What follows belongs to an exercise in optimizing a design on an open flow for small area and a short achievable clock period; a production flow would make more cautious choices. No run shown here included a check of the RTL's function; only the layout flow was run.

### config.mk
export PLATFORM = sky130hd
export DESIGN_NAME = top_diannao_node_vMAX
export DESIGN_NICKNAME = top_diannao_node_vMAX
export VERILOG_FILES = /design/flow/design.v
export SDC_FILE = /design/flow/constraint.sdc
export NUM_CORES = 8
export LEC_CHECK = 0
export ABC_AREA = 1
export CAP_MARGIN = 80
export CORE_MARGIN = 2
export CORE_UTILIZATION = 40
export SETUP_SLACK_MARGIN = 5
export SLEW_MARGIN = 80
export SYNTH_HIERARCHICAL = 1
### constraint.sdc
create_clock -name core_clock -period 12.0 [get_ports {clk}]
set_input_delay 2.4000 -clock core_clock [delete_from_list [all_inputs] [get_ports {clk}]]
set_output_delay 2.4000 -clock core_clock [all_outputs]
set_load 0.01 [all_outputs]
### design.v
module nfu_fa (input a, input b, input c, output s, output co);
    wire x = a ^ b;
    assign s = x ^ c;
    assign co = (a & b) | (c & x);
endmodule
module nfu_ha (input a, input b, output s, output co);
    assign s = a ^ b;
    assign co = a & b;
endmodule
module top_diannao_node_vMAX (
        clk,
        i_inputs,
        i_synapses,
        i_op,
        i_nbout,
        i_load,
        o_to_edram
    );
    input           clk;
    input  [255:0]  i_inputs;
    input  [255:0]  i_synapses;
    input  [0:0]    i_op;
    input  [15:0]   i_nbout;
    input           i_load;
    output [15:0]   o_to_edram;
    function gt16;
        input [15:0] a, b;
        reg [15:0] g0, l0;
        reg [7:0] g1, l1;
        reg [3:0] g2, l2;
        reg [1:0] g3, l3;
        integer i;
        begin
            g0 = a & ~b;
            l0 = ~a & b;
            for (i = 0; i < 8; i = i + 1) begin
                g1[i] = g0[2*i+1] | (~l0[2*i+1] & g0[2*i]);
                l1[i] = l0[2*i+1] | (~g0[2*i+1] & l0[2*i]);
            end
            for (i = 0; i < 4; i = i + 1) begin
                g2[i] = g1[2*i+1] | (~l1[2*i+1] & g1[2*i]);
                l2[i] = l1[2*i+1] | (~g1[2*i+1] & l1[2*i]);
            end
            for (i = 0; i < 2; i = i + 1) begin
                g3[i] = g2[2*i+1] | (~l2[2*i+1] & g2[2*i]);
                l3[i] = l2[2*i+1] | (~g2[2*i+1] & l2[2*i]);
            end
            gt16 = g3[1] | (~l3[1] & g3[0]);
        end
    endfunction
    function [15:0] max4;
        input [15:0] a, b, c, d;
        reg ab, ac, ad, bc, bd, cd;
        begin
            ab = gt16(a, b);
            ac = gt16(a, c);
            ad = gt16(a, d);
            bc = gt16(b, c);
            bd = gt16(b, d);
            cd = gt16(c, d);
            max4 = ({16{ab & ac & ad}} & a) | ({16{~ab & bc & bd}} & b) |
                   ({16{~ac & ~bc & cd}} & c) | ({16{~ad & ~bd & ~cd}} & d);
        end
    endfunction
    function [15:0] max4t;
        input [15:0] a, b, c, d;
        reg [15:0] m0, m1;
        begin
            m0 = gt16(a, b) ? a : b;
            m1 = gt16(c, d) ? c : d;
            max4t = gt16(m0, m1) ? m0 : m1;
        end
    endfunction
    function [31:0] csa4;
        input [15:0] a, b, c, d;
        reg [15:0] x1, s1, c1, x2;
        begin
            x1 = a ^ b;
            s1 = x1 ^ c;
            c1 = {(a[14:0] & b[14:0]) | (c[14:0] & x1[14:0]), 1'b0};
            x2 = s1 ^ c1;
            csa4 = {(s1[14:0] & c1[14:0]) | (d[14:0] & x2[14:0]), 1'b0, x2 ^ d};
        end
    endfunction
    function [29:0] add15_pre;
        input [14:0] a, b;
        input        cin;
        reg [14:0] g, p, G1;
        integer i;
        begin
            g = a & b;
            p = a ^ b;
            G1[0] = g[0] | (p[0] & cin);
            for (i = 1; i < 15; i = i + 1)
                G1[i] = g[i] | (p[i] & g[i-1]);
            add15_pre = {G1, p};
        end
    endfunction
    function [14:0] add15_post;
        input [14:0] G1, p;
        input        cin;
        reg [15:0] G, P, Gn, Pn;
        integer k, d;
        begin
            G = {G1, cin};
            P = {p[14:1] & p[13:0], 1'b0, 1'b0};
            for (d = 2; d < 16; d = d * 2) begin
                for (k = 0; k < 16; k = k + 1) begin
                    if (k >= d) begin
                        Gn[k] = G[k] | (P[k] & G[k-d]);
                        Pn[k] = P[k] & P[k-d];
                    end else begin
                        Gn[k] = G[k];
                        Pn[k] = P[k];
                    end
                end
                G = Gn;
                P = Pn;
            end
            add15_post = p ^ G[14:0];
        end
    endfunction
    function [31:0] add16_pre;
        input [15:0] a, b;
        reg [15:0] g, p, G1;
        integer i;
        begin
            g = a & b;
            p = a ^ b;
            G1[0] = g[0];
            for (i = 1; i < 16; i = i + 1)
                G1[i] = g[i] | (p[i] & g[i-1]);
            add16_pre = {G1, p};
        end
    endfunction
    function [15:0] add16_post;
        input [15:0] G1, p;
        reg [15:0] G, P, Gn, Pn;
        integer k, d;
        begin
            G = G1;
            P = {p[15:1] & p[14:0], 1'b0};
            for (d = 2; d < 16; d = d * 2) begin
                for (k = 0; k < 16; k = k + 1) begin
                    if (k >= d) begin
                        Gn[k] = G[k] | (P[k] & G[k-d]);
                        Pn[k] = P[k] & P[k-d];
                    end else begin
                        Gn[k] = G[k];
                        Pn[k] = P[k];
                    end
                end
                G = Gn;
                P = Pn;
            end
            add16_post = p ^ {G[14:0], 1'b0};
        end
    endfunction
    reg  [239:0] mag_a;
    reg  [127:0] one1, two1;
    reg  [111:0] neg1;
    reg  [15:0]  sgn1;
    reg  [239:0] pg_g, pg_p;     
    reg  [15:0]  pg_c;
    reg  [15:0]  sgn2;
    reg  [63:0]  gs_g, gs_p, gmax;    
    reg  [15:0]  rsum0, rmax;
    reg  [15:1]  rsum1;
    reg  [15:0]  out_reg;     
    reg  [15:0]  out_copy;    
    assign o_to_edram = out_copy;
    wire [479:0] pre_all;
    wire [15:0]  ci_all;
    wire [255:0] prod;
    genvar j, k;
    generate
        for (j = 0; j < 16; j = j + 1) begin : lane
            wire [17:0] bq = {2'b00, i_synapses[16*j +: 15], 1'b0};
            wire [7:0]  one0, two0, neg0;
            genvar i;
            for (i = 0; i < 8; i = i + 1) begin : dig
                assign one0[i] = bq[2*i+1] ^ bq[2*i];
                assign two0[i] = (bq[2*i+2] & ~bq[2*i+1] & ~bq[2*i]) | (~bq[2*i+2] & bq[2*i+1] & bq[2*i]);
                assign neg0[i] = bq[2*i+2];
            end
            always @(posedge clk) begin
                mag_a[15*j +: 15] <= i_inputs[16*j +: 15];
                sgn1[j]           <= i_inputs[16*j+15] ^ i_synapses[16*j+15];
                one1[8*j +: 8]    <= one0;
                two1[8*j +: 8]    <= two0;
                neg1[7*j +: 7]    <= neg0[6:0];    
            end
            wire [8:0]  ext = -{neg1[7*j+4], 1'b0, neg1[7*j+3], 1'b0, neg1[7*j+2], 1'b0, neg1[7*j+1], 1'b0, neg1[7*j]};
            wire [14:0] h0, h1;
            wire        ci;
            wire pp1;
            wire pp2;
            wire pp3;
            wire pp4;
            wire pp5;
            wire pp6;
            wire pp7;
            wire pp8;
            wire pp9;
            wire pp10;
            wire pp11;
            wire pp12;
            wire pp13;
            wire pp14;
            wire pp15;
            wire pp16;
            wire pp17;
            wire pp18;
            wire pp19;
            wire pp20;
            wire pp21;
            wire pp22;
            wire pp23;
            wire pp24;
            wire pp25;
            wire pp26;
            wire pp27;
            wire pp28;
            wire pp29;
            wire pp30;
            wire pp31;
            wire pp32;
            wire pp33;
            wire pp34;
            wire pp35;
            wire pp36;
            wire pp37;
            wire pp38;
            wire pp39;
            wire pp40;
            wire pp41;
            wire pp42;
            wire pp43;
            wire pp44;
            wire pp45;
            wire pp46;
            wire pp47;
            wire pp48;
            wire pp49;
            wire pp50;
            wire pp51;
            wire pp52;
            wire pp53;
            wire pp54;
            wire pp55;
            wire pp56;
            wire pp57;
            wire pp58;
            wire pp59;
            wire pp60;
            wire pp61;
            wire pp62;
            wire pp63;
            wire pp64;
            wire pp65;
            wire pp66;
            wire pp67;
            wire pp68;
            wire pp69;
            wire pp70;
            wire pp71;
            wire pp72;
            wire pp73;
            wire pp74;
            wire pp75;
            wire pp76;
            wire pp77;
            wire pp78;
            wire pp79;
            wire pp80;
            wire pp81;
            wire pp82;
            wire pp83;
            wire pp84;
            wire pp85;
            wire pp86;
            wire pp87;
            wire pp88;
            wire pp89;
            wire pp90;
            wire pp91;
            wire pp92;
            wire pp93;
            wire pp94;
            wire pp95;
            wire pp96;
            wire pp97;
            wire pp98;
            wire pp99;
            wire pp100;
            wire pp101;
            wire pp102;
            wire pp103;
            wire pp104;
            wire pp105;
            wire pp106;
            wire pp107;
            wire pp108;
            wire pp109;
            wire pp110;
            wire pp111;
            wire pp112;
            wire pp113;
            wire pp114;
            wire pp115;
            wire pp116;
            wire pp117;
            wire pp118;
            wire pp119;
            wire s120;
            wire c121;
            wire s122;
            wire c123;
            wire s124;
            wire c125;
            wire s126;
            wire c127;
            wire s128;
            wire c129;
            wire s130;
            wire c131;
            wire s132;
            wire c133;
            wire s134;
            wire c135;
            wire s136;
            wire c137;
            wire s138;
            wire c139;
            wire s140;
            wire c141;
            wire s142;
            wire c143;
            wire s144;
            wire c145;
            wire s146;
            wire c147;
            wire s148;
            wire c149;
            wire s150;
            wire c151;
            wire s152;
            wire c153;
            wire s154;
            wire c155;
            wire s156;
            wire c157;
            wire s158;
            wire c159;
            wire s160;
            wire c161;
            wire s162;
            wire c163;
            wire s164;
            wire c165;
            wire s166;
            wire c167;
            wire s168;
            wire c169;
            wire s170;
            wire c171;
            wire s172;
            wire c173;
            wire s174;
            wire c175;
            wire s176;
            wire c177;
            wire s178;
            wire c179;
            wire s180;
            wire c181;
            wire s182;
            wire c183;
            wire s184;
            wire c185;
            wire s186;
            wire c187;
            wire s188;
            wire c189;
            wire s190;
            wire c191;
            wire s192;
            wire c193;
            wire s194;
            wire c195;
            wire s196;
            wire c197;
            wire s198;
            wire c199;
            wire s200;
            wire c201;
            wire s202;
            wire c203;
            wire s204;
            wire c205;
            wire s206;
            wire c207;
            wire s208;
            wire c209;
            wire s210;
            wire c211;
            wire s212;
            wire c213;
            wire s214;
            wire c215;
            wire s216;
            wire c217;
            wire s218;
            wire c219;
            wire s220;
            wire c221;
            wire s222;
            wire c223;
            wire s224;
            wire c225;
            wire s226;
            wire c227;
            wire s228;
            wire c229;
            wire s230;
            wire c231;
            wire s232;
            wire c233;
            wire s234;
            wire c235;
            wire s236;
            wire c237;
            wire s238;
            wire c239;
            wire s240;
            wire c241;
            wire s242;
            wire c243;
            wire s244;
            wire c245;
            wire s246;
            wire c247;
            wire s248;
            wire c249;
            wire s250;
            wire c251;
            wire s252;
            wire c253;
            wire s254;
            wire c255;
            wire s256;
            wire c257;
            wire s258;
            wire c259;
            wire s260;
            wire c261;
            wire s262;
            wire c263;
            wire s264;
            wire c265;
            wire s266;
            wire c267;
            wire s268;
            wire c269;
            wire s270;
            wire c271;
            wire s272;
            wire c273;
            wire s274;
            wire c275;
            wire s276;
            wire c277;
            wire s278;
            wire c279;
            wire s280;
            wire c281;
            wire s282;
            wire c283;
            wire s284;
            wire c285;
            wire s286;
            wire c287;
            wire s288;
            wire c289;
            wire s290;
            wire c291;
            wire s292;
            wire c293;
            wire s294;
            wire c295;
            wire s296;
            wire c297;
            wire s298;
            wire c299;
            wire s300;
            wire c301;
            wire s302;
            wire c303;
            wire s304;
            wire c305;
            wire s306;
            wire c307;
            wire s308;
            wire c309;
            wire s310;
            wire c311;
            wire s312;
            wire c313;
            wire s314;
            wire c315;
            wire s316;
            wire c317;
            wire s318;
            wire c319;
            wire s320;
            wire c321;
            wire s322;
            wire c323;
            wire s324;
            wire c325;
            wire s326;
            wire c327;
            wire s328;
            wire c329;
            wire s330;
            wire c331;
            wire s332;
            wire c333;
            wire s334;
            wire c335;
            wire s336;
            wire c337;
            assign pp1 = ((one1[8*j+0] & mag_a[15*j+0])) ^ neg1[7*j+0];
            assign pp2 = ((one1[8*j+0] & mag_a[15*j+1]) | (two1[8*j+0] & mag_a[15*j+0])) ^ neg1[7*j+0];
            assign pp3 = ((one1[8*j+0] & mag_a[15*j+2]) | (two1[8*j+0] & mag_a[15*j+1])) ^ neg1[7*j+0];
            assign pp4 = ((one1[8*j+0] & mag_a[15*j+3]) | (two1[8*j+0] & mag_a[15*j+2])) ^ neg1[7*j+0];
            assign pp5 = ((one1[8*j+0] & mag_a[15*j+4]) | (two1[8*j+0] & mag_a[15*j+3])) ^ neg1[7*j+0];
            assign pp6 = ((one1[8*j+0] & mag_a[15*j+5]) | (two1[8*j+0] & mag_a[15*j+4])) ^ neg1[7*j+0];
            assign pp7 = ((one1[8*j+0] & mag_a[15*j+6]) | (two1[8*j+0] & mag_a[15*j+5])) ^ neg1[7*j+0];
            assign pp8 = ((one1[8*j+0] & mag_a[15*j+7]) | (two1[8*j+0] & mag_a[15*j+6])) ^ neg1[7*j+0];
            assign pp9 = ((one1[8*j+0] & mag_a[15*j+8]) | (two1[8*j+0] & mag_a[15*j+7])) ^ neg1[7*j+0];
            assign pp10 = ((one1[8*j+0] & mag_a[15*j+9]) | (two1[8*j+0] & mag_a[15*j+8])) ^ neg1[7*j+0];
            assign pp11 = ((one1[8*j+0] & mag_a[15*j+10]) | (two1[8*j+0] & mag_a[15*j+9])) ^ neg1[7*j+0];
            assign pp12 = ((one1[8*j+0] & mag_a[15*j+11]) | (two1[8*j+0] & mag_a[15*j+10])) ^ neg1[7*j+0];
            assign pp13 = ((one1[8*j+0] & mag_a[15*j+12]) | (two1[8*j+0] & mag_a[15*j+11])) ^ neg1[7*j+0];
            assign pp14 = ((one1[8*j+0] & mag_a[15*j+13]) | (two1[8*j+0] & mag_a[15*j+12])) ^ neg1[7*j+0];
            assign pp15 = ((one1[8*j+0] & mag_a[15*j+14]) | (two1[8*j+0] & mag_a[15*j+13])) ^ neg1[7*j+0];
            assign pp16 = ((two1[8*j+0] & mag_a[15*j+14])) ^ neg1[7*j+0];
            assign pp17 = ((one1[8*j+1] & mag_a[15*j+0])) ^ neg1[7*j+1];
            assign pp18 = ((one1[8*j+1] & mag_a[15*j+1]) | (two1[8*j+1] & mag_a[15*j+0])) ^ neg1[7*j+1];
            assign pp19 = ((one1[8*j+1] & mag_a[15*j+2]) | (two1[8*j+1] & mag_a[15*j+1])) ^ neg1[7*j+1];
            assign pp20 = ((one1[8*j+1] & mag_a[15*j+3]) | (two1[8*j+1] & mag_a[15*j+2])) ^ neg1[7*j+1];
            assign pp21 = ((one1[8*j+1] & mag_a[15*j+4]) | (two1[8*j+1] & mag_a[15*j+3])) ^ neg1[7*j+1];
            assign pp22 = ((one1[8*j+1] & mag_a[15*j+5]) | (two1[8*j+1] & mag_a[15*j+4])) ^ neg1[7*j+1];
            assign pp23 = ((one1[8*j+1] & mag_a[15*j+6]) | (two1[8*j+1] & mag_a[15*j+5])) ^ neg1[7*j+1];
            assign pp24 = ((one1[8*j+1] & mag_a[15*j+7]) | (two1[8*j+1] & mag_a[15*j+6])) ^ neg1[7*j+1];
            assign pp25 = ((one1[8*j+1] & mag_a[15*j+8]) | (two1[8*j+1] & mag_a[15*j+7])) ^ neg1[7*j+1];
            assign pp26 = ((one1[8*j+1] & mag_a[15*j+9]) | (two1[8*j+1] & mag_a[15*j+8])) ^ neg1[7*j+1];
            assign pp27 = ((one1[8*j+1] & mag_a[15*j+10]) | (two1[8*j+1] & mag_a[15*j+9])) ^ neg1[7*j+1];
            assign pp28 = ((one1[8*j+1] & mag_a[15*j+11]) | (two1[8*j+1] & mag_a[15*j+10])) ^ neg1[7*j+1];
            assign pp29 = ((one1[8*j+1] & mag_a[15*j+12]) | (two1[8*j+1] & mag_a[15*j+11])) ^ neg1[7*j+1];
            assign pp30 = ((one1[8*j+1] & mag_a[15*j+13]) | (two1[8*j+1] & mag_a[15*j+12])) ^ neg1[7*j+1];
            assign pp31 = ((one1[8*j+1] & mag_a[15*j+14]) | (two1[8*j+1] & mag_a[15*j+13])) ^ neg1[7*j+1];
            assign pp32 = ((two1[8*j+1] & mag_a[15*j+14])) ^ neg1[7*j+1];
            assign pp33 = ((one1[8*j+2] & mag_a[15*j+0])) ^ neg1[7*j+2];
            assign pp34 = ((one1[8*j+2] & mag_a[15*j+1]) | (two1[8*j+2] & mag_a[15*j+0])) ^ neg1[7*j+2];
            assign pp35 = ((one1[8*j+2] & mag_a[15*j+2]) | (two1[8*j+2] & mag_a[15*j+1])) ^ neg1[7*j+2];
            assign pp36 = ((one1[8*j+2] & mag_a[15*j+3]) | (two1[8*j+2] & mag_a[15*j+2])) ^ neg1[7*j+2];
            assign pp37 = ((one1[8*j+2] & mag_a[15*j+4]) | (two1[8*j+2] & mag_a[15*j+3])) ^ neg1[7*j+2];
            assign pp38 = ((one1[8*j+2] & mag_a[15*j+5]) | (two1[8*j+2] & mag_a[15*j+4])) ^ neg1[7*j+2];
            assign pp39 = ((one1[8*j+2] & mag_a[15*j+6]) | (two1[8*j+2] & mag_a[15*j+5])) ^ neg1[7*j+2];
            assign pp40 = ((one1[8*j+2] & mag_a[15*j+7]) | (two1[8*j+2] & mag_a[15*j+6])) ^ neg1[7*j+2];
            assign pp41 = ((one1[8*j+2] & mag_a[15*j+8]) | (two1[8*j+2] & mag_a[15*j+7])) ^ neg1[7*j+2];
            assign pp42 = ((one1[8*j+2] & mag_a[15*j+9]) | (two1[8*j+2] & mag_a[15*j+8])) ^ neg1[7*j+2];
            assign pp43 = ((one1[8*j+2] & mag_a[15*j+10]) | (two1[8*j+2] & mag_a[15*j+9])) ^ neg1[7*j+2];
            assign pp44 = ((one1[8*j+2] & mag_a[15*j+11]) | (two1[8*j+2] & mag_a[15*j+10])) ^ neg1[7*j+2];
            assign pp45 = ((one1[8*j+2] & mag_a[15*j+12]) | (two1[8*j+2] & mag_a[15*j+11])) ^ neg1[7*j+2];
            assign pp46 = ((one1[8*j+2] & mag_a[15*j+13]) | (two1[8*j+2] & mag_a[15*j+12])) ^ neg1[7*j+2];
            assign pp47 = ((one1[8*j+2] & mag_a[15*j+14]) | (two1[8*j+2] & mag_a[15*j+13])) ^ neg1[7*j+2];
            assign pp48 = ((two1[8*j+2] & mag_a[15*j+14])) ^ neg1[7*j+2];
            assign pp49 = ((one1[8*j+3] & mag_a[15*j+0])) ^ neg1[7*j+3];
            assign pp50 = ((one1[8*j+3] & mag_a[15*j+1]) | (two1[8*j+3] & mag_a[15*j+0])) ^ neg1[7*j+3];
            assign pp51 = ((one1[8*j+3] & mag_a[15*j+2]) | (two1[8*j+3] & mag_a[15*j+1])) ^ neg1[7*j+3];
            assign pp52 = ((one1[8*j+3] & mag_a[15*j+3]) | (two1[8*j+3] & mag_a[15*j+2])) ^ neg1[7*j+3];
            assign pp53 = ((one1[8*j+3] & mag_a[15*j+4]) | (two1[8*j+3] & mag_a[15*j+3])) ^ neg1[7*j+3];
            assign pp54 = ((one1[8*j+3] & mag_a[15*j+5]) | (two1[8*j+3] & mag_a[15*j+4])) ^ neg1[7*j+3];
            assign pp55 = ((one1[8*j+3] & mag_a[15*j+6]) | (two1[8*j+3] & mag_a[15*j+5])) ^ neg1[7*j+3];
            assign pp56 = ((one1[8*j+3] & mag_a[15*j+7]) | (two1[8*j+3] & mag_a[15*j+6])) ^ neg1[7*j+3];
            assign pp57 = ((one1[8*j+3] & mag_a[15*j+8]) | (two1[8*j+3] & mag_a[15*j+7])) ^ neg1[7*j+3];
            assign pp58 = ((one1[8*j+3] & mag_a[15*j+9]) | (two1[8*j+3] & mag_a[15*j+8])) ^ neg1[7*j+3];
            assign pp59 = ((one1[8*j+3] & mag_a[15*j+10]) | (two1[8*j+3] & mag_a[15*j+9])) ^ neg1[7*j+3];
            assign pp60 = ((one1[8*j+3] & mag_a[15*j+11]) | (two1[8*j+3] & mag_a[15*j+10])) ^ neg1[7*j+3];
            assign pp61 = ((one1[8*j+3] & mag_a[15*j+12]) | (two1[8*j+3] & mag_a[15*j+11])) ^ neg1[7*j+3];
            assign pp62 = ((one1[8*j+3] & mag_a[15*j+13]) | (two1[8*j+3] & mag_a[15*j+12])) ^ neg1[7*j+3];
            assign pp63 = ((one1[8*j+3] & mag_a[15*j+14]) | (two1[8*j+3] & mag_a[15*j+13])) ^ neg1[7*j+3];
            assign pp64 = ((two1[8*j+3] & mag_a[15*j+14])) ^ neg1[7*j+3];
            assign pp65 = ((one1[8*j+4] & mag_a[15*j+0])) ^ neg1[7*j+4];
            assign pp66 = ((one1[8*j+4] & mag_a[15*j+1]) | (two1[8*j+4] & mag_a[15*j+0])) ^ neg1[7*j+4];
            assign pp67 = ((one1[8*j+4] & mag_a[15*j+2]) | (two1[8*j+4] & mag_a[15*j+1])) ^ neg1[7*j+4];
            assign pp68 = ((one1[8*j+4] & mag_a[15*j+3]) | (two1[8*j+4] & mag_a[15*j+2])) ^ neg1[7*j+4];
            assign pp69 = ((one1[8*j+4] & mag_a[15*j+4]) | (two1[8*j+4] & mag_a[15*j+3])) ^ neg1[7*j+4];
            assign pp70 = ((one1[8*j+4] & mag_a[15*j+5]) | (two1[8*j+4] & mag_a[15*j+4])) ^ neg1[7*j+4];
            assign pp71 = ((one1[8*j+4] & mag_a[15*j+6]) | (two1[8*j+4] & mag_a[15*j+5])) ^ neg1[7*j+4];
            assign pp72 = ((one1[8*j+4] & mag_a[15*j+7]) | (two1[8*j+4] & mag_a[15*j+6])) ^ neg1[7*j+4];
            assign pp73 = ((one1[8*j+4] & mag_a[15*j+8]) | (two1[8*j+4] & mag_a[15*j+7])) ^ neg1[7*j+4];
            assign pp74 = ((one1[8*j+4] & mag_a[15*j+9]) | (two1[8*j+4] & mag_a[15*j+8])) ^ neg1[7*j+4];
            assign pp75 = ((one1[8*j+4] & mag_a[15*j+10]) | (two1[8*j+4] & mag_a[15*j+9])) ^ neg1[7*j+4];
            assign pp76 = ((one1[8*j+4] & mag_a[15*j+11]) | (two1[8*j+4] & mag_a[15*j+10])) ^ neg1[7*j+4];
            assign pp77 = ((one1[8*j+4] & mag_a[15*j+12]) | (two1[8*j+4] & mag_a[15*j+11])) ^ neg1[7*j+4];
            assign pp78 = ((one1[8*j+4] & mag_a[15*j+13]) | (two1[8*j+4] & mag_a[15*j+12])) ^ neg1[7*j+4];
            assign pp79 = ((one1[8*j+4] & mag_a[15*j+14]) | (two1[8*j+4] & mag_a[15*j+13])) ^ neg1[7*j+4];
            assign pp80 = ((two1[8*j+4] & mag_a[15*j+14])) ^ neg1[7*j+4];
            assign pp81 = ((one1[8*j+5] & mag_a[15*j+0])) ^ neg1[7*j+5];
            assign pp82 = ((one1[8*j+5] & mag_a[15*j+1]) | (two1[8*j+5] & mag_a[15*j+0])) ^ neg1[7*j+5];
            assign pp83 = ((one1[8*j+5] & mag_a[15*j+2]) | (two1[8*j+5] & mag_a[15*j+1])) ^ neg1[7*j+5];
            assign pp84 = ((one1[8*j+5] & mag_a[15*j+3]) | (two1[8*j+5] & mag_a[15*j+2])) ^ neg1[7*j+5];
            assign pp85 = ((one1[8*j+5] & mag_a[15*j+4]) | (two1[8*j+5] & mag_a[15*j+3])) ^ neg1[7*j+5];
            assign pp86 = ((one1[8*j+5] & mag_a[15*j+5]) | (two1[8*j+5] & mag_a[15*j+4])) ^ neg1[7*j+5];
            assign pp87 = ((one1[8*j+5] & mag_a[15*j+6]) | (two1[8*j+5] & mag_a[15*j+5])) ^ neg1[7*j+5];
            assign pp88 = ((one1[8*j+5] & mag_a[15*j+7]) | (two1[8*j+5] & mag_a[15*j+6])) ^ neg1[7*j+5];
            assign pp89 = ((one1[8*j+5] & mag_a[15*j+8]) | (two1[8*j+5] & mag_a[15*j+7])) ^ neg1[7*j+5];
            assign pp90 = ((one1[8*j+5] & mag_a[15*j+9]) | (two1[8*j+5] & mag_a[15*j+8])) ^ neg1[7*j+5];
            assign pp91 = ((one1[8*j+5] & mag_a[15*j+10]) | (two1[8*j+5] & mag_a[15*j+9])) ^ neg1[7*j+5];
            assign pp92 = ((one1[8*j+5] & mag_a[15*j+11]) | (two1[8*j+5] & mag_a[15*j+10])) ^ neg1[7*j+5];
            assign pp93 = ((one1[8*j+5] & mag_a[15*j+12]) | (two1[8*j+5] & mag_a[15*j+11])) ^ neg1[7*j+5];
            assign pp94 = ((one1[8*j+5] & mag_a[15*j+13]) | (two1[8*j+5] & mag_a[15*j+12])) ^ neg1[7*j+5];
            assign pp95 = ((one1[8*j+5] & mag_a[15*j+14]) | (two1[8*j+5] & mag_a[15*j+13])) ^ neg1[7*j+5];
            assign pp96 = ((one1[8*j+6] & mag_a[15*j+0])) ^ neg1[7*j+6];
            assign pp97 = ((one1[8*j+6] & mag_a[15*j+1]) | (two1[8*j+6] & mag_a[15*j+0])) ^ neg1[7*j+6];
            assign pp98 = ((one1[8*j+6] & mag_a[15*j+2]) | (two1[8*j+6] & mag_a[15*j+1])) ^ neg1[7*j+6];
            assign pp99 = ((one1[8*j+6] & mag_a[15*j+3]) | (two1[8*j+6] & mag_a[15*j+2])) ^ neg1[7*j+6];
            assign pp100 = ((one1[8*j+6] & mag_a[15*j+4]) | (two1[8*j+6] & mag_a[15*j+3])) ^ neg1[7*j+6];
            assign pp101 = ((one1[8*j+6] & mag_a[15*j+5]) | (two1[8*j+6] & mag_a[15*j+4])) ^ neg1[7*j+6];
            assign pp102 = ((one1[8*j+6] & mag_a[15*j+6]) | (two1[8*j+6] & mag_a[15*j+5])) ^ neg1[7*j+6];
            assign pp103 = ((one1[8*j+6] & mag_a[15*j+7]) | (two1[8*j+6] & mag_a[15*j+6])) ^ neg1[7*j+6];
            assign pp104 = ((one1[8*j+6] & mag_a[15*j+8]) | (two1[8*j+6] & mag_a[15*j+7])) ^ neg1[7*j+6];
            assign pp105 = ((one1[8*j+6] & mag_a[15*j+9]) | (two1[8*j+6] & mag_a[15*j+8])) ^ neg1[7*j+6];
            assign pp106 = ((one1[8*j+6] & mag_a[15*j+10]) | (two1[8*j+6] & mag_a[15*j+9])) ^ neg1[7*j+6];
            assign pp107 = ((one1[8*j+6] & mag_a[15*j+11]) | (two1[8*j+6] & mag_a[15*j+10])) ^ neg1[7*j+6];
            assign pp108 = ((one1[8*j+6] & mag_a[15*j+12]) | (two1[8*j+6] & mag_a[15*j+11])) ^ neg1[7*j+6];
            assign pp109 = ((one1[8*j+7] & mag_a[15*j+0])) ^ 1'b0;
            assign pp110 = ((one1[8*j+7] & mag_a[15*j+1]) | (two1[8*j+7] & mag_a[15*j+0])) ^ 1'b0;
            assign pp111 = ((one1[8*j+7] & mag_a[15*j+2]) | (two1[8*j+7] & mag_a[15*j+1])) ^ 1'b0;
            assign pp112 = ((one1[8*j+7] & mag_a[15*j+3]) | (two1[8*j+7] & mag_a[15*j+2])) ^ 1'b0;
            assign pp113 = ((one1[8*j+7] & mag_a[15*j+4]) | (two1[8*j+7] & mag_a[15*j+3])) ^ 1'b0;
            assign pp114 = ((one1[8*j+7] & mag_a[15*j+5]) | (two1[8*j+7] & mag_a[15*j+4])) ^ 1'b0;
            assign pp115 = ((one1[8*j+7] & mag_a[15*j+6]) | (two1[8*j+7] & mag_a[15*j+5])) ^ 1'b0;
            assign pp116 = ((one1[8*j+7] & mag_a[15*j+7]) | (two1[8*j+7] & mag_a[15*j+6])) ^ 1'b0;
            assign pp117 = ((one1[8*j+7] & mag_a[15*j+8]) | (two1[8*j+7] & mag_a[15*j+7])) ^ 1'b0;
            assign pp118 = ((one1[8*j+7] & mag_a[15*j+9]) | (two1[8*j+7] & mag_a[15*j+8])) ^ 1'b0;
            assign pp119 = ((one1[8*j+7] & mag_a[15*j+10]) | (two1[8*j+7] & mag_a[15*j+9])) ^ 1'b0;
            nfu_ha HA121 (.a(sgn1[j]), .b(neg1[7*j+4]), .s(s120), .co(c121));
            nfu_ha HA123 (.a(sgn1[j]), .b(pp10), .s(s122), .co(c123));
            nfu_fa FA125 (.a(neg1[7*j+5]), .b(pp11), .c(pp25), .s(s124), .co(c125));
            nfu_ha HA127 (.a(pp12), .b(pp26), .s(s126), .co(c127));
            nfu_fa FA129 (.a(neg1[7*j+6]), .b(pp13), .c(pp27), .s(s128), .co(c129));
            nfu_ha HA131 (.a(pp41), .b(pp55), .s(s130), .co(c131));
            nfu_fa FA133 (.a(pp14), .b(pp28), .c(pp42), .s(s132), .co(c133));
            nfu_ha HA135 (.a(pp56), .b(pp70), .s(s134), .co(c135));
            nfu_fa FA137 (.a(pp15), .b(pp29), .c(pp43), .s(s136), .co(c137));
            nfu_fa FA139 (.a(pp57), .b(pp71), .c(pp85), .s(s138), .co(c139));
            nfu_fa FA141 (.a(pp16), .b(pp30), .c(pp44), .s(s140), .co(c141));
            nfu_fa FA143 (.a(pp58), .b(pp72), .c(pp86), .s(s142), .co(c143));
            nfu_fa FA145 (.a(ext[0]), .b(pp31), .c(pp45), .s(s144), .co(c145));
            nfu_fa FA147 (.a(pp59), .b(pp73), .c(pp87), .s(s146), .co(c147));
            nfu_fa FA149 (.a(ext[1]), .b(pp32), .c(pp46), .s(s148), .co(c149));
            nfu_fa FA151 (.a(pp60), .b(pp74), .c(pp88), .s(s150), .co(c151));
            nfu_fa FA153 (.a(ext[2]), .b(pp47), .c(pp61), .s(s152), .co(c153));
            nfu_ha HA155 (.a(pp75), .b(pp89), .s(s154), .co(c155));
            nfu_fa FA157 (.a(ext[3]), .b(pp48), .c(pp62), .s(s156), .co(c157));
            nfu_ha HA159 (.a(pp76), .b(pp90), .s(s158), .co(c159));
            nfu_fa FA161 (.a(ext[4]), .b(pp63), .c(pp77), .s(s160), .co(c161));
            nfu_ha HA163 (.a(ext[5]), .b(pp64), .s(s162), .co(c163));
            nfu_ha HA165 (.a(sgn1[j]), .b(neg1[7*j+2]), .s(s164), .co(c165));
            nfu_ha HA167 (.a(sgn1[j]), .b(pp6), .s(s166), .co(c167));
            nfu_fa FA169 (.a(sgn1[j]), .b(neg1[7*j+3]), .c(pp7), .s(s168), .co(c169));
            nfu_ha HA171 (.a(pp21), .b(pp35), .s(s170), .co(c171));
            nfu_fa FA173 (.a(sgn1[j]), .b(pp8), .c(pp22), .s(s172), .co(c173));
            nfu_ha HA175 (.a(pp36), .b(pp50), .s(s174), .co(c175));
            nfu_fa FA177 (.a(pp9), .b(pp23), .c(pp37), .s(s176), .co(c177));
            nfu_fa FA179 (.a(pp51), .b(pp65), .c(s120), .s(s178), .co(c179));
            nfu_fa FA181 (.a(pp24), .b(pp38), .c(pp52), .s(s180), .co(c181));
            nfu_fa FA183 (.a(pp66), .b(c121), .c(s122), .s(s182), .co(c183));
            nfu_fa FA185 (.a(pp39), .b(pp53), .c(pp67), .s(s184), .co(c185));
            nfu_fa FA187 (.a(pp81), .b(c123), .c(s124), .s(s186), .co(c187));
            nfu_fa FA189 (.a(pp40), .b(pp54), .c(pp68), .s(s188), .co(c189));
            nfu_fa FA191 (.a(pp82), .b(s126), .c(c125), .s(s190), .co(c191));
            nfu_fa FA193 (.a(pp69), .b(pp83), .c(pp96), .s(s192), .co(c193));
            nfu_fa FA195 (.a(c127), .b(s130), .c(s128), .s(s194), .co(c195));
            nfu_fa FA197 (.a(pp84), .b(pp97), .c(c131), .s(s196), .co(c197));
            nfu_fa FA199 (.a(s134), .b(c129), .c(s132), .s(s198), .co(c199));
            nfu_fa FA201 (.a(pp98), .b(pp109), .c(c135), .s(s200), .co(c201));
            nfu_fa FA203 (.a(c133), .b(s136), .c(s138), .s(s202), .co(c203));
            nfu_fa FA205 (.a(pp99), .b(pp110), .c(c137), .s(s204), .co(c205));
            nfu_fa FA207 (.a(c139), .b(s140), .c(s142), .s(s206), .co(c207));
            nfu_fa FA209 (.a(pp100), .b(pp111), .c(c141), .s(s208), .co(c209));
            nfu_fa FA211 (.a(c143), .b(s144), .c(s146), .s(s210), .co(c211));
            nfu_fa FA213 (.a(pp101), .b(pp112), .c(c145), .s(s212), .co(c213));
            nfu_fa FA215 (.a(c147), .b(s148), .c(s150), .s(s214), .co(c215));
            nfu_fa FA217 (.a(pp102), .b(pp113), .c(s154), .s(s216), .co(c217));
            nfu_fa FA219 (.a(c149), .b(c151), .c(s152), .s(s218), .co(c219));
            nfu_fa FA221 (.a(pp103), .b(pp114), .c(c155), .s(s220), .co(c221));
            nfu_fa FA223 (.a(s158), .b(c153), .c(s156), .s(s222), .co(c223));
            nfu_fa FA225 (.a(pp91), .b(pp104), .c(pp115), .s(s224), .co(c225));
            nfu_fa FA227 (.a(c159), .b(c157), .c(s160), .s(s226), .co(c227));
            nfu_fa FA229 (.a(pp78), .b(pp92), .c(pp105), .s(s228), .co(c229));
            nfu_fa FA231 (.a(pp116), .b(s162), .c(c161), .s(s230), .co(c231));
            nfu_fa FA233 (.a(ext[6]), .b(pp79), .c(pp93), .s(s232), .co(c233));
            nfu_fa FA235 (.a(pp106), .b(pp117), .c(c163), .s(s234), .co(c235));
            nfu_fa FA237 (.a(ext[7]), .b(pp80), .c(pp94), .s(s236), .co(c237));
            nfu_ha HA239 (.a(pp107), .b(pp118), .s(s238), .co(c239));
            nfu_fa FA241 (.a(ext[8]), .b(pp95), .c(pp108), .s(s240), .co(c241));
            nfu_ha HA243 (.a(sgn1[j]), .b(neg1[7*j+1]), .s(s242), .co(c243));
            nfu_ha HA245 (.a(sgn1[j]), .b(pp4), .s(s244), .co(c245));
            nfu_fa FA247 (.a(pp5), .b(pp19), .c(pp33), .s(s246), .co(c247));
            nfu_fa FA249 (.a(pp20), .b(pp34), .c(c165), .s(s248), .co(c249));
            nfu_fa FA251 (.a(pp49), .b(c167), .c(s170), .s(s250), .co(c251));
            nfu_fa FA253 (.a(c171), .b(s174), .c(c169), .s(s252), .co(c253));
            nfu_fa FA255 (.a(c175), .b(c173), .c(s176), .s(s254), .co(c255));
            nfu_fa FA257 (.a(c177), .b(c179), .c(s180), .s(s256), .co(c257));
            nfu_fa FA259 (.a(c181), .b(s184), .c(c183), .s(s258), .co(c259));
            nfu_fa FA261 (.a(c185), .b(s188), .c(s190), .s(s260), .co(c261));
            nfu_fa FA263 (.a(c189), .b(s192), .c(c191), .s(s262), .co(c263));
            nfu_fa FA265 (.a(c193), .b(s196), .c(c195), .s(s264), .co(c265));
            nfu_fa FA267 (.a(c197), .b(s200), .c(c199), .s(s266), .co(c267));
            nfu_fa FA269 (.a(c201), .b(s204), .c(c203), .s(s268), .co(c269));
            nfu_fa FA271 (.a(c205), .b(s208), .c(c207), .s(s270), .co(c271));
            nfu_fa FA273 (.a(c209), .b(s212), .c(c211), .s(s272), .co(c273));
            nfu_fa FA275 (.a(c213), .b(s216), .c(c215), .s(s274), .co(c275));
            nfu_fa FA277 (.a(c217), .b(s220), .c(c219), .s(s276), .co(c277));
            nfu_fa FA279 (.a(s224), .b(c221), .c(c223), .s(s278), .co(c279));
            nfu_fa FA281 (.a(c225), .b(s228), .c(s230), .s(s280), .co(c281));
            nfu_fa FA283 (.a(c229), .b(s232), .c(s234), .s(s282), .co(c283));
            nfu_fa FA285 (.a(s238), .b(c233), .c(s236), .s(s284), .co(c285));
            nfu_fa FA287 (.a(pp119), .b(c239), .c(c237), .s(s286), .co(c287));
            nfu_ha HA289 (.a(sgn1[j]), .b(neg1[7*j+0]), .s(s288), .co(c289));
            nfu_ha HA291 (.a(sgn1[j]), .b(pp2), .s(s290), .co(c291));
            nfu_fa FA293 (.a(pp3), .b(pp17), .c(s242), .s(s292), .co(c293));
            nfu_fa FA295 (.a(pp18), .b(c243), .c(s244), .s(s294), .co(c295));
            nfu_fa FA297 (.a(s164), .b(c245), .c(s246), .s(s296), .co(c297));
            nfu_fa FA299 (.a(s166), .b(c247), .c(s248), .s(s298), .co(c299));
            nfu_fa FA301 (.a(c249), .b(s168), .c(s250), .s(s300), .co(c301));
            nfu_fa FA303 (.a(s172), .b(c251), .c(s252), .s(s302), .co(c303));
            nfu_fa FA305 (.a(s178), .b(c253), .c(s254), .s(s304), .co(c305));
            nfu_fa FA307 (.a(s182), .b(c255), .c(s256), .s(s306), .co(c307));
            nfu_fa FA309 (.a(c257), .b(s186), .c(s258), .s(s308), .co(c309));
            nfu_fa FA311 (.a(c187), .b(c259), .c(s260), .s(s310), .co(c311));
            nfu_fa FA313 (.a(s194), .b(s262), .c(c261), .s(s312), .co(c313));
            nfu_fa FA315 (.a(s198), .b(c263), .c(s264), .s(s314), .co(c315));
            nfu_fa FA317 (.a(s202), .b(c265), .c(s266), .s(s316), .co(c317));
            nfu_fa FA319 (.a(s206), .b(c267), .c(s268), .s(s318), .co(c319));
            nfu_fa FA321 (.a(s210), .b(c269), .c(s270), .s(s320), .co(c321));
            nfu_fa FA323 (.a(s214), .b(c271), .c(s272), .s(s322), .co(c323));
            nfu_fa FA325 (.a(s218), .b(c273), .c(s274), .s(s324), .co(c325));
            nfu_fa FA327 (.a(s222), .b(c275), .c(s276), .s(s326), .co(c327));
            nfu_fa FA329 (.a(s226), .b(c277), .c(s278), .s(s328), .co(c329));
            nfu_fa FA331 (.a(c227), .b(c279), .c(s280), .s(s330), .co(c331));
            nfu_fa FA333 (.a(c231), .b(s282), .c(c281), .s(s332), .co(c333));
            nfu_fa FA335 (.a(c235), .b(s284), .c(c283), .s(s334), .co(c335));
            nfu_fa FA337 (.a(s240), .b(s286), .c(c285), .s(s336), .co(c337));
            wire [9:0] la = {s306, s304, s302, s300, s298, s296, s294, s292, s290, s288};
            wire [9:0] lb = {c305, c303, c301, c299, c297, c295, c293, c291, c289, pp1};
            wire [9:0] lg = la & lb;
            wire [9:0] lp = la | lb;
            wire g10 = lg[1] | (lp[1] & lg[0]);
            wire g32 = lg[3] | (lp[3] & lg[2]), p32 = lp[3] & lp[2];
            wire g54 = lg[5] | (lp[5] & lg[4]), p54 = lp[5] & lp[4];
            wire g76 = lg[7] | (lp[7] & lg[6]), p76 = lp[7] & lp[6];
            wire g98 = lg[9] | (lp[9] & lg[8]), p98 = lp[9] & lp[8];
            wire g30 = g32 | (p32 & g10);
            wire g74 = g76 | (p76 & g54), p74 = p76 & p54;
            wire g70 = g74 | (p74 & g30);
            assign ci = g98 | (p98 & g70);
            assign h0 = {s336, s334, s332, s330, s328, s326, s324, s322, s320, s318, s316, s314, s312, s310, s308};
            assign h1 = {c335, c333, c331, c329, c327, c325, c323, c321, c319, c317, c315, c313, c311, c309, c307};
            assign pre_all[30*j +: 30] = add15_pre(h0, h1, ci);
            assign ci_all[j] = ci;
            assign prod[16*j +: 16] = {sgn2[j], add15_post(pg_g[15*j +: 15], pg_p[15*j +: 15], pg_c[j])};
        end
    endgenerate
    wire [63:0] gsum0_d, gsum1_d, gs_g_d, gs_p_d, gmax_d;
    generate
        for (k = 0; k < 4; k = k + 1) begin : grp
            wire [15:0] p0 = prod[64*k +: 16];
            wire [15:0] p1 = prod[64*k+16 +: 16];
            wire [15:0] p2 = prod[64*k+32 +: 16];
            wire [15:0] p3 = prod[64*k+48 +: 16];
            assign {gsum1_d[16*k +: 16], gsum0_d[16*k +: 16]} = csa4(p0, p1, p2, p3);
            assign {gs_g_d[16*k +: 16], gs_p_d[16*k +: 16]} = add16_pre(gsum0_d[16*k +: 16], gsum1_d[16*k +: 16]);
            assign gmax_d[16*k +: 16] = max4t(p0, p1, p2, p3);
        end
    endgenerate
    wire [15:0] gs0 = add16_post(gs_g[15:0],  gs_p[15:0]);
    wire [15:0] gs1 = add16_post(gs_g[31:16], gs_p[31:16]);
    wire [15:0] gs2 = add16_post(gs_g[47:32], gs_p[47:32]);
    wire [15:0] gs3 = add16_post(gs_g[63:48], gs_p[63:48]);
    wire [31:0] ss = csa4(gs0, gs1, gs2, gs3);
    wire [15:0] sm = max4(gs0, gs1, gs2, gs3);
    wire [31:0] ms = csa4(gmax[15:0], gmax[31:16], gmax[47:32], gmax[63:48]);
    wire [15:0] mm = max4t(gmax[15:0], gmax[31:16], gmax[47:32], gmax[63:48]);
    wire [15:0] rs1 = {rsum1, 1'b0};
    wire [15:0] fx  = rsum0 ^ rs1;
    wire [15:0] fs  = fx ^ out_reg;
    wire [15:0] fc  = {(rsum0[14:0] & rs1[14:0]) | (out_reg[14:0] & fx[14:0]), 1'b0};
    wire [15:0] fin_sum = fs + fc;
    wire        take = gt16(rmax, out_reg);
    wire [15:0] fin_max = take ? rmax : out_reg;
    wire [15:0] fin     = i_op[0] ? fin_max : fin_sum;
    wire [15:0] fin_max_c = ({16{take}} & rmax) | ({16{~take}} & out_reg);
    wire [15:0] fin_c     = i_op[0] ? fin_max_c : fin_sum;
    generate
        for (j = 0; j < 16; j = j + 1) begin : pgreg
            always @(posedge clk) begin
                pg_p[15*j +: 15] <= pre_all[30*j +: 15];
                pg_g[15*j +: 15] <= pre_all[30*j+15 +: 15];
            end
        end
    endgenerate
    always @(posedge clk) begin
        pg_c    <= ci_all;
        sgn2    <= sgn1;
        gs_g    <= gs_g_d;
        gs_p    <= gs_p_d;
        gmax    <= gmax_d;
        rsum0   <= i_op[0] ? ms[15:0]  : ss[15:0];
        rsum1   <= i_op[0] ? ms[31:17] : ss[31:17];
        rmax    <= i_op[0] ? mm : sm;
        out_reg <= i_load ? fin : i_nbout;
        out_copy <= i_load ? fin_c : i_nbout;
    end
endmodule
### flow/run.sh
#!/bin/bash
# Standard ORFS layout (the standard.sh, standard synthesis unchanged), with
# extra settings for timing repair, clock tree and port buffers.
set -euo pipefail
bash standard.sh SETUP_SLACK_MARGIN=8.4 CTS_CLUSTER_SIZE=30 CTS_CLUSTER_DIAMETER=80 "BUFFER_PORTS_ARGS=-buffer_cell sky130_fd_sc_hd__buf_1" finish > standard.log 2>&1
### standard.sh
#!/bin/bash
# synth_recipe.tcl (not shown) runs the flow's synth.tcl, then flattens the netlist and writes it again
# the make line also repeats each setting of config.mk as NAME=value (left out here)
make -C /OpenROAD-flow-scripts/flow DESIGN_CONFIG=/design/flow/config.mk WORK_HOME=/design/flow/orfs CLKGATE_MAP_FILE= SYNTH_SCRIPT=/design/flow/synth_recipe.tcl "${@:-finish}"
==> notes.md, run 1 <==
* Fin crit share at 32.6%
* Top_reg_cell synth: dfxtp_1
* Most common cell in the netlist: nand2_1
* Most instantiated cells after synthesis: nand2_1, inv_1, xor2_1
* Sequential fraction of the synthesis area at 20.8%
* CP endpoint kind: output pin
* Initial antenna violation count at 28
* CP top delay family: flip-flops
* Initial Util at 40.2%
* Residual DRC at 0
* Post-Synthesis Cells at 15.7k
* Initial DRT Pass Iterations at 5
* Hold Path Class: reg -> reg
* Crit path cell chain: buf_6
* DRT iter0 DRCs at 8362
* Post-Syn Area at 134000 µm²
* WS Path Type: reg -> out
* RSZ-0062 raised after global routing: yes
* Slew headroom at 77.1%
* H-tree Lvls at 3
* Clk pin slew, worst setup/hold paths at 0.10 ns
* GRT overflow at 0
* Async S/R FF share, synth at 0%
* Clock latency on the worst-skew pair at 0.94 ns
* Largest family of logic cells by synthesized area: adder cells
* Biggest regs: mag_a x240, pg_p x240, pg_g x224
* Clock tree root driver cell: clkbuf_16
* CP Buf/Inv Count at 1
* Ys Warns at 7
* CP max FO at 1
* Layout Skew at 0.0603 ns
* Design Area, Final at 159000 µm²
* Simple-Gate Fraction of Synth Area at 12.9%
* Hold-fix buffers at CTS at 0
* I/O Buffers at 546
* First-pass GRT wire length at 638 mm
* Area Growth Syn to Fin at 18.8%
* Die width at 583 µm
* Fill cells at 31.6k
* Number of flops mapped to enable cells by yosys at 16
* Max Cap Viol at 0
* Outcome: no timing/DRC/antenna violations
* Clock sinks at 1383
* Routability congestion estimate at 0.943
* Final hold vios at 0
* Crit start category: flip-flop
* Io pins at 547
* Gr usage total at 23.6%
* Tmin final at 3.91 ns
* Final setup fails at 0
* Total CTS buffers at 117
* Nets at 19.2k
* Layout Cells excl Fill at 20.7k
* Area of the die at 340000 µm²
* DP HPWL at 321 mm
* DR WL/cell at 19.7 µm
* Largest net degree at the start of global routing at 41
* Placed cell area at 145000 µm²
* Slew Limit Fails at 0
* Max clock buf depth at 4
* Fmax achieved at 0.256 GHz
* Post-route ant nets at 0
* Synth Area in Compound Gates at 11.6%
* Core footprint at 334000 µm²
* Worst path max stage delay at 0.44 ns
* Layout cells sized above 1 at 18.8%
* Avg Cell Area, Syn at 8.56 µm²
* Via count at 109k
* Flop and latch count out of synthesis at 1383
* Post-synthesis cell type count at 57
* Avg Vias per Cell at 5.27
* Post-synth top area cell: fa_1
* Multiplexer share of the synthesized area at 0.821%
* Synth Area in Adders at 32.1%
* Die Y at 583 µm
* Critical Path RT at 9.60 ns
* TritonCTS clock tree: done
* Synthesized Nets at 18.6k
* Vias in the first global route at 109k
* WP data arrival at 1.51 ns
* Area contributors post-synth: fa_1, dfxtp_1, xor2_1
* XOR/XNOR Fraction of Synth Area at 13.5%
* # placed instances at 20.0k
* Worst setup margin at 8.09 ns
* DRT Wirelength at 409 mm
* Post-synth top area share at 24.7%
* Worst slew pin tran at 0.344 ns
* Rows at 212
* Pre-CTS WS at 7.27 ns
* Slowest cell on crit path: dfxtp_4
* Sum Neg Setup Slack at 0 ns
-- cell usage in the layout, fill, tap and decap left out, types with 30 or more instances in the layout --
cell type  count
a21o_1        39
a21oi_1      150
a21oi_2       52
buf_1        534
buf_12        30
buf_2         51
buf_4        398
buf_6        110
clkbuf_16    119
clkinv_2      60
dfxtp_1      983
dfxtp_2      191
dfxtp_4      193
fa_1        1650
ha_1         745
inv_1       1584
inv_2        315
inv_4        204
mux2_2        96
nand2_1     2371
nand2_2      219
nand2_4      101
nand2_8       41
nand3_1      532
nand3_2       93
nand3b_1      47
nand4_1       65
nor2_1       625
nor3_1        30
o21a_1        35
o21ai_0      144
o21ai_1       62
o21ai_2       78
o21bai_1      49
o22ai_1     1689
xnor2_1       40
xnor2_2       90
xor2_1      1725
xor2_2        89
xor2_4       118
-- stage by stage --
stage          util (%)  hold WS [ns]
2_1_floorplan         -         0.496
3_3_place_gp       41.6         0.588
3_5_place_dp       43.6         0.463
4_1_cts            46.5         0.473
5_1_grt            47.7         0.477
6_report           47.7         0.468
-- routing by layer --
layer | track usage (%) | wire [µm] | vias up
met5 | 0 | 91 | -
met4 | 6.80 | 13400 | 16
met3 | 3.33 | 24900 | 625
met2 | 38.7 | 191000 | 3385
met1 | 32.4 | 179000 | 53567
li1 | - | - | 51567
-- per-module statistics from Yosys, one instance, submodules excluded --
module | cells | flops+latches
nfu_ha | 1 | 0
top_diannao_node_vMAX | 13917 | 1383
nfu_fa | 1 | 0
-- kinds of logic (layout without fill, tap and decap cells) --
| group | count (synthesis) | after routing |
|---|---|---|
| flops | 1383 | 1383 |
| xor+xnor | 2070 | 2070 |
| other cells | 0 | 10 |
| simple gates | 4220 | 4238 |
| fa+ha+maj | 2444 | 2444 |
| buf+inv | 2924 | 3567 |
| mux | 98 | 98 |
| compound gates | 2522 | 2522 |
-- repair_timing --
item / CTS / global route
setup buffers: 270 / 142
gates cloned: 21 / 0
pin swaps: 260 / 298
setup endpoints to repair: 116 / 214
gates resized for setup: 775 / 605
-- area by class of cell --
class,count,area (µm²),area share (%)
Multi-Input combinational cell,11372,104000,65.1
Clock inverter,95,1740,1.09
Clock buffer,121,2990,1.87
Tap cell,4387,5490,3.44
Sequential cell,1383,28800,18.1
Timing Repair Buffer,1176,7800,4.90
Antenna cell,10,25.0,0.0157
Inverter,2175,8830,5.54
-- final timing paths --
path	cells after the start	slack (ns)	endpoint	startpoint
max	1	8.09	o_to_edram[8]	out_copy[8]
max reg2reg	29	8.10	gmax[63]	pg_p[182]
min reg2reg	0	0.47	sgn2[1]	sgn1[1]
min	0	0.47	sgn2[1]	sgn1[1]
==> run 2: changes to the inputs <==
==> flow/run.sh (replaced) <==
#!/bin/bash
# Standard ORFS layout (the standard.sh, standard synthesis unchanged), with
# extra settings for timing repair, clock tree and port buffers.
set -euo pipefail
bash standard.sh SETUP_SLACK_MARGIN=8.3 "CTS_ARGS=-sink_clustering_enable -repair_clock_nets -sink_clustering_size 30 -sink_clustering_max_diameter 80 -dont_use_dummy_load -distance_between_buffers 300" "BUFFER_PORTS_ARGS=-buffer_cell sky130_fd_sc_hd__buf_1" finish > standard.log 2>&1
--- a/config.mk
+++ b/config.mk
@@ -6,9 +6,9 @@
 export NUM_CORES = 8
 export LEC_CHECK = 0
 export ABC_AREA = 1
-export CAP_MARGIN = 80
+export CAP_MARGIN = 10
 export CORE_MARGIN = 2
 export CORE_UTILIZATION = 40
 export SETUP_SLACK_MARGIN = 5
-export SLEW_MARGIN = 80
+export SLEW_MARGIN = 10
 export SYNTH_HIERARCHICAL = 1
==> run 2 against run 1 <==
Against the previous run:
- still clean
- clock-buffer cell count decreased by 8
- fmax increased by 0.81%
- first-iteration DRC count increased by 6.1%
- sequential share of layout area increased by 0.21 points
- final area decreased by 2.7%
- register-to-register slack improved by 0.02 ns
- largest cell class unchanged
==> notes.md, run 2 <==
* Outcome: no timing/DRC/antenna violations
* Most instantiated cells after synthesis: nand2_1, inv_1, xor2_1
* Area Growth Syn to Fin at 15.6%
* Sum Neg Setup Slack at 0 ns
* Avg Cell Area, Syn at 8.56 µm²
* Worst Reg-to-Reg Cells at 30
* Highest metal used: met5
* Layout cells sized above 1 at 14.0%
* I/O Buffers at 546
* DR WL/cell at 19.7 µm
* Routability congestion estimate at 0.943
* Worst setup path endpoint: gmax[32]
* Met1 Wirelength at 179 mm
* Slowest cell on crit path: dfxtp_2
* Post-synth top area share at 24.7%
* RR Endpoint: gmax[32]
* Hold Path Class: reg -> reg
* Slew headroom at 28.3%
* Final setup fails at 0
* Async S/R FF share, synth at 0%
* RSZ-0062 raised after global routing: yes
* DP HPWL at 316 mm
* Area contributors post-synth: fa_1, dfxtp_1, xor2_1
* Nets at 19.4k
* Sequential fraction of the synthesis area at 20.8%
* Met2 WL post-DR at 192 mm
* Flop and latch count out of synthesis at 1383
* Slew Limit Fails at 0
* Max clock buf depth at 3
* CP max FO at 8
* Area of the die at 340000 µm²
* DRT iter0 DRCs at 8875
* Biggest regs: mag_a x240, pg_p x240, pg_g x224
* Post-synthesis cell type count at 57
* Max Cap Viol at 0
* Die width at 583 µm
* Avg Vias per Cell at 5.30
* Largest net degree at the start of global routing at 74
* Post-route ant nets at 0
* Layout Cells excl Fill at 20.8k
* GRT overflow at 0
* Crit start category: flip-flop
* Tmin final at 3.88 ns
* R2r startpoint: pg_p[138]
* Residual DRC at 0
* Post-Synthesis Cells at 15.7k
* Io pins at 547
* Worst Setup SP: pg_p[138]
* Routed met3 length at 26.3 mm
* Clock latency on the worst-skew pair at 0.85 ns
* # placed instances at 19.9k
* Worst setup margin at 8.12 ns
* Final hold vios at 0
* Rows at 212
* Fin crit share at 32.3%
* Core footprint at 334000 µm²
* WP data arrival at 4.51 ns
* Initial Util at 40.2%
* Vias in the first global route at 107k
* Number of flops mapped to enable cells by yosys at 16
* Clock tree root driver cell: clkbuf_16
* Clk pin slew, worst setup/hold paths at 0.08 ns
* Critical Path RT at 12.63 ns
* CP endpoint kind: flip-flop
* Most frequent cells in the layout: nand2_1, inv_1, xor2_1
* Initial DRT Pass Iterations at 6
* TritonCTS clock tree: done
* Clock sinks at 1383
* Post-synth top area cell: fa_1
* Layout Skew at 0.147 ns
* Post-Syn Area at 134000 µm²
* Most common cell after layout, fill and taps aside: nand2_1
* Initial antenna violation count at 26
* Synthesized Nets at 18.6k
* Most common cell in the netlist: nand2_1
* Gr usage total at 23.3%
* Ys Warns at 7
* First-pass GRT wire length at 629 mm
* Pre-CTS WS at 6.86 ns
* H-tree Lvls at 3
* DRT Wirelength at 411 mm
* WS Path Type: reg -> reg
* Worst slew pin tran at 1.07 ns
* Fmax achieved at 0.258 GHz
* Register-to-register setup slack at 8.12 ns
* Worst path max stage delay at 0.37 ns
* Die Y at 583 µm
* Via count at 110k
* Top_reg_cell synth: dfxtp_1
* Total CTS buffers at 113
* Hold path startpoint: sgn1[4]
run 2: cell counts after synthesis:
Identical to the previous run, type by type.
run 2: layout make-up:
class	instances	area, µm²
antenna	10	25.0
clock buffer	113	2830
fill	32275	179000
inverter	2175	8690
multi-input combinational	11371	100000
sequential	1383	28400
tap	4387	5490
timing repair buffer	1362	9060
timing repair inverter	23	120
run 2: what timing repair did:
item / 4_1_cts / 5_1_grt
pin swaps: 210 / 331
buffers inserted: 276 / 514
gates cloned: 16 / 26
endpoints found under the setup margin: 368 / 281
hold endpoints to repair: 0 / 0
hold buffers: 0 / 0
resized for setup: 921 / 864
run 2: per-module statistics from Yosys, one instance, submodules excluded:
| module | copies in the design | flip-flops and latches |
|---|---|---|
| nfu_ha | 272 | 0 |
| nfu_fa | 1472 | 0 |
| top_diannao_node_vMAX | 1 | 1383 |
run 2: how the worst min path moves through the flow:
stage | cells past startpoint | slack (ns) | end
after CTS | 0 | 0.60 | sgn2[4]
after global placement | 2 | 0.59 | out_copy[1]
final | 0 | 0.58 | sgn2[4]
after detailed placement | 2 | 0.59 | out_copy[0]
after floorplan | 2 | 0.50 | out_copy[0]
after global routing | 0 | 0.62 | sgn2[4]
run 2: metrics by stage:
stage / util [%] / instance area (µm²) / hold WS, ns
3_3_place_gp: 41.6 / 139000 / 0.588
4_1_cts: 44.2 / 148000 / 0.596
3_5_place_dp: 41.6 / 139000 / 0.590
2_1_floorplan: - / 134000 / 0.496
6_report: 46.5 / 155000 / 0.580
5_1_grt: 46.5 / 155000 / 0.617
run 2: worst max-delay path, delay by kind of cell, from the launching register on:
kind                       cells  cell delay (ns)
DFF                            1             0.37
and+or+nand+nor               17             1.55
adders and majority gates      1             0.21
xor gates and xnor gates       1             0.28
buffers and inverters          7             0.66
AOI/OAI and AO/OA              4             0.58
run 2: cell families (layout without fill, tap and decap cells):
family	count (synthesis)	in the layout	share of synthesized area [%]
simple gates	4220	4237	12.9
buf+inv	2924	3673	8.28
compound gates	2522	2522	11.6
fa+ha+maj	2444	2444	32.1
xor+xnor	2070	2070	13.5
flops	1383	1383	20.8
mux	98	98	0.821
other cells	0	10	0
run 2: routing by layer:
layer  global-route usage (%)  vias to the layer above
li1                         -                    51912
met1                     32.3                    54022
met2                     38.2                     3741
met3                     3.01                      637
met4                     6.23                       24
met5                        0                        -
==> run 3: changes to the inputs <==
--- a/design.v
+++ b/design.v
@@ -62,15 +62,6 @@
                    ({16{~ac & ~bc & cd}} & c) | ({16{~ad & ~bd & ~cd}} & d);
         end
     endfunction
-    function [15:0] max4t;
-        input [15:0] a, b, c, d;
-        reg [15:0] m0, m1;
-        begin
-            m0 = gt16(a, b) ? a : b;
-            m1 = gt16(c, d) ? c : d;
-            max4t = gt16(m0, m1) ? m0 : m1;
-        end
-    endfunction
     function [31:0] csa4;
         input [15:0] a, b, c, d;
         reg [15:0] x1, s1, c1, x2;
@@ -787,7 +778,7 @@
             wire [15:0] p3 = prod[64*k+48 +: 16];
             assign {gsum1_d[16*k +: 16], gsum0_d[16*k +: 16]} = csa4(p0, p1, p2, p3);
             assign {gs_g_d[16*k +: 16], gs_p_d[16*k +: 16]} = add16_pre(gsum0_d[16*k +: 16], gsum1_d[16*k +: 16]);
-            assign gmax_d[16*k +: 16] = max4t(p0, p1, p2, p3);
+            assign gmax_d[16*k +: 16] = max4(p0, p1, p2, p3);
         end
     endgenerate
     wire [15:0] gs0 = add16_post(gs_g[15:0],  gs_p[15:0]);
@@ -797,7 +788,7 @@
     wire [31:0] ss = csa4(gs0, gs1, gs2, gs3);
     wire [15:0] sm = max4(gs0, gs1, gs2, gs3);
     wire [31:0] ms = csa4(gmax[15:0], gmax[31:16], gmax[47:32], gmax[63:48]);
-    wire [15:0] mm = max4t(gmax[15:0], gmax[31:16], gmax[47:32], gmax[63:48]);
+    wire [15:0] mm = max4(gmax[15:0], gmax[31:16], gmax[47:32], gmax[63:48]);
     wire [15:0] rs1 = {rsum1, 1'b0};
     wire [15:0] fx  = rsum0 ^ rs1;
     wire [15:0] fs  = fx ^ out_reg;
==> run 3 against run 2 <==
Against the previous run:
- clock skew is 0.043 ns lower
- setup slack better by 0.22 ns
- first-iteration DRC count is 16% higher
- die area is 4.7% higher
- via count is 6.4% higher
- clock-buffer cell count is 5 lower
- hold slack better by 0.027 ns
- flip-flop and latch count stayed put
- utilization is 3.0 points lower
- largest cell class unchanged
- highest routed layer unchanged
==> notes.md, run 3 <==
* Most common cell in the netlist: nand2_1
* Fin crit share at 30.5%
* Via count at 117k
* Io pins at 547
* Area of the die at 356000 µm²
* Number of flops mapped to enable cells by yosys at 16
* Most common cell after layout, fill and taps aside: nand2_1
* Initial antenna violation count at 52
* Met2 WL post-DR at 185 mm
* Avg Cell Area, Syn at 8.15 µm²
* CP max FO at 1
* Largest net degree at the start of global routing at 49
* Layout cells sized above 1 at 5.81%
* Clock tree root driver cell: clkbuf_16
* Placed cell area at 146000 µm²
* Clock sinks at 1383
* Fmax achieved at 0.273 GHz
* Vias in the first global route at 112k
* DP HPWL at 340 mm
* Outcome: no timing/DRC/antenna violations
* Initial Util at 40.2%
* DRT Wirelength at 427 mm
* CP Buf/Inv Count at 1
* Post-synth top area cell: fa_1
* Sequential fraction of the synthesis area at 19.8%
* Area contributors post-synth: fa_1, dfxtp_1, xor2_1
* Final hold vios at 0
* Total CTS buffers at 108
* Layout Skew at 0.103 ns
* Initial DRT Pass Iterations at 9
* Clk pin slew, worst setup/hold paths at 0.08 ns
* Sum Neg Setup Slack at 0 ns
* RSZ-0062 raised after global routing: yes
* Residual DRC at 0
* Slew headroom at 19.7%
* Slowest cell on crit path: dfxtp_4
* Routed met3 length at 34.4 mm
* Post-route ant nets at 0
* DRT iter0 DRCs at 10.3k
* Synthesized Nets at 20.2k
* GRT overflow at 0
* Hold Path Class: reg -> reg
* Gr usage total at 23.4%
* Final setup fails at 0
* CP endpoint kind: output pin
* Core footprint at 349000 µm²
* Flop and latch count out of synthesis at 1383
* WP data arrival at 1.26 ns
* Max Cap Viol at 0
* Crit path cell chain: buf_6
* Clock latency on the worst-skew pair at 0.81 ns
* Met1 Wirelength at 197 mm
* Most instantiated cells after synthesis: nand2_1, inv_1, xor2_1
* Post-Syn Area at 140000 µm²
* DR WL/cell at 19.3 µm
* Top_reg_cell synth: dfxtp_1
* Highest metal used: met5
* Post-synthesis cell type count at 65
* WS Path Type: reg -> out
* Crit start category: flip-flop
* Worst path max stage delay at 0.40 ns
* TritonCTS clock tree: done
* Rows at 217
* Slew Limit Fails at 0
* Design Area, Final at 152000 µm²
* Most frequent cells in the layout: nand2_1, inv_1, xor2_1
* Worst slew pin tran at 1.20 ns
* Critical Path RT at 9.60 ns
* Post-Synthesis Cells at 17.2k
* Routability congestion estimate at 0.982
* Die width at 597 µm
* Biggest regs: mag_a x240, pg_p x240, pg_g x224
* Async S/R FF share, synth at 0%
* Hold-fix buffers at CTS at 0
* Tmin final at 3.66 ns
* Ys Warns at 7
* Post-synth top area share at 23.2%
* Die Y at 597 µm
* Avg Vias per Cell at 5.31
* Nets at 20.5k
* H-tree Lvls at 3
* Max clock buf depth at 3
* First-pass GRT wire length at 662 mm
* CP top delay family: flip-flops
* I/O Buffers at 546
* Area Growth Syn to Fin at 8.07%
[run 3: cell types whose count changed in the layout (fill, tap and decap cells not counted), sizes merged, moves of 24 or more]
cell,previous run,this run
a21oi,219,349
a221oi,24,0
buf,1360,875
clkinvlp,148,92
fa,1657,1626
inv,2015,2250
nand2,2733,3409
nand3,651,718
nand4,65,145
nor2,665,1069
nor3,37,78
o21ai,311,375
xor2,1932,1875
[run 3: layout make-up]
cell class | instances | area (µm²)
timing repair buffer | 877 | 4850
inverter | 2371 | 9220
multi-input combinational | 12749 | 101000
sequential | 1383 | 28100
antenna | 21 | 52.6
tap | 4599 | 5750
timing repair inverter | 6 | 30.0
clock buffer | 108 | 2700
fill | 35081 | 198000
[run 3: Yosys stat by module (local to each module, per instance)]
module | times used | area, µm² | flip-flops and latches | cells
nfu_fa | 1472 | 20.0 | 0 | 1
nfu_ha | 272 | 12.5 | 0 | 1
top_diannao_node_vMAX | 1 | 108000 | 1383 | 15500
[run 3: kinds of logic (layout without fill, tap and decap cells)]
| family | count (synthesis) | in the layout | share of synthesized area (%) |
|---|---|---|---|
| simple gates | 5488 | 5489 | 16.1 |
| buf+inv | 3113 | 3362 | 8.45 |
| compound gates | 2733 | 2733 | 11.9 |
| fa+ha+maj | 2429 | 2429 | 30.3 |
| xor+xnor | 1994 | 1994 | 12.5 |
| flops | 1383 | 1383 | 19.8 |
| mux | 104 | 104 | 0.827 |
| other cells | 0 | 21 | 0 |
[run 3: worst paths after layout]
kind | from | end | slack [ns] | cells past startpoint
min | sgn1[8] | sgn2[8] | 0.61 | 0
min reg2reg | sgn1[8] | sgn2[8] | 0.61 | 0
max | out_copy[10] | o_to_edram[10] | 8.34 | 1
max reg2reg | mag_a[55] | pg_g[50] | 8.36 | 11
[run 3: what timing repair did]
item / 4_1_cts / 5_1_grt
resized for setup: 120 / 219
buffers inserted: 3 / 297
pin swaps: 1 / 4
endpoints found under the setup margin: 271 / 292
gates cloned: 0 / 7
[run 3: stage by stage]
stage | hold WS [ns] | worst slack [ns] | cells | utilization, %
after floorplan | 0.503 | 8.40 | 17244 | -
after global placement | 0.587 | 7.42 | 21678 | 41.6
after detailed placement | 0.586 | 7.40 | 21678 | 41.6
after CTS | 0.606 | 8.26 | 21789 | 42.5
after global routing | 0.635 | 8.21 | 22101 | 43.4
final | 0.608 | 8.34 | 22114 | 43.4
[run 3: metal layers]
layer / track usage (%) / vias up
li1: - / 55992
met1: 34.0 / 56537
met2: 35.5 / 4270
met3: 4.27 / 562
met4: 6.06 / 32
met5: 0 / -

==> static timing again, ports no longer ideal <==
Ports are ideal in the flow. The routed layouts listed here were re-timed in OpenROAD. Step 1, drivers: a clkbuf_16 drives clk and a buf_2 each remaining input, both assumed. Step 2, shift: input delay + t, output delay - t, t = (earliest + latest rising clock arrival at the registers) / 2. This alone moves slack from input paths to output paths. Slacks: ideal ports / drivers / drivers and shift; pairs: ideal ports / drivers.
run	t (ns)	setup slack, ns	latest minus earliest clock arrival (ns)	worst slew at a driven data input, ns
run 1	1.011	8.093 / 7.988 / 8.101	0.064 / 0.063	0.19
run 2	0.871	8.124 / 8.092 / 7.585	0.167 / 0.167	0.18
run 3	0.878	8.342 / 8.227 / 7.678	0.122 / 0.122	0.16
After both steps every run listed still meets setup and hold. The setup slack of run 3, which loses most, moves by -0.115 ns with the drivers and by -0.664 ns with both steps.
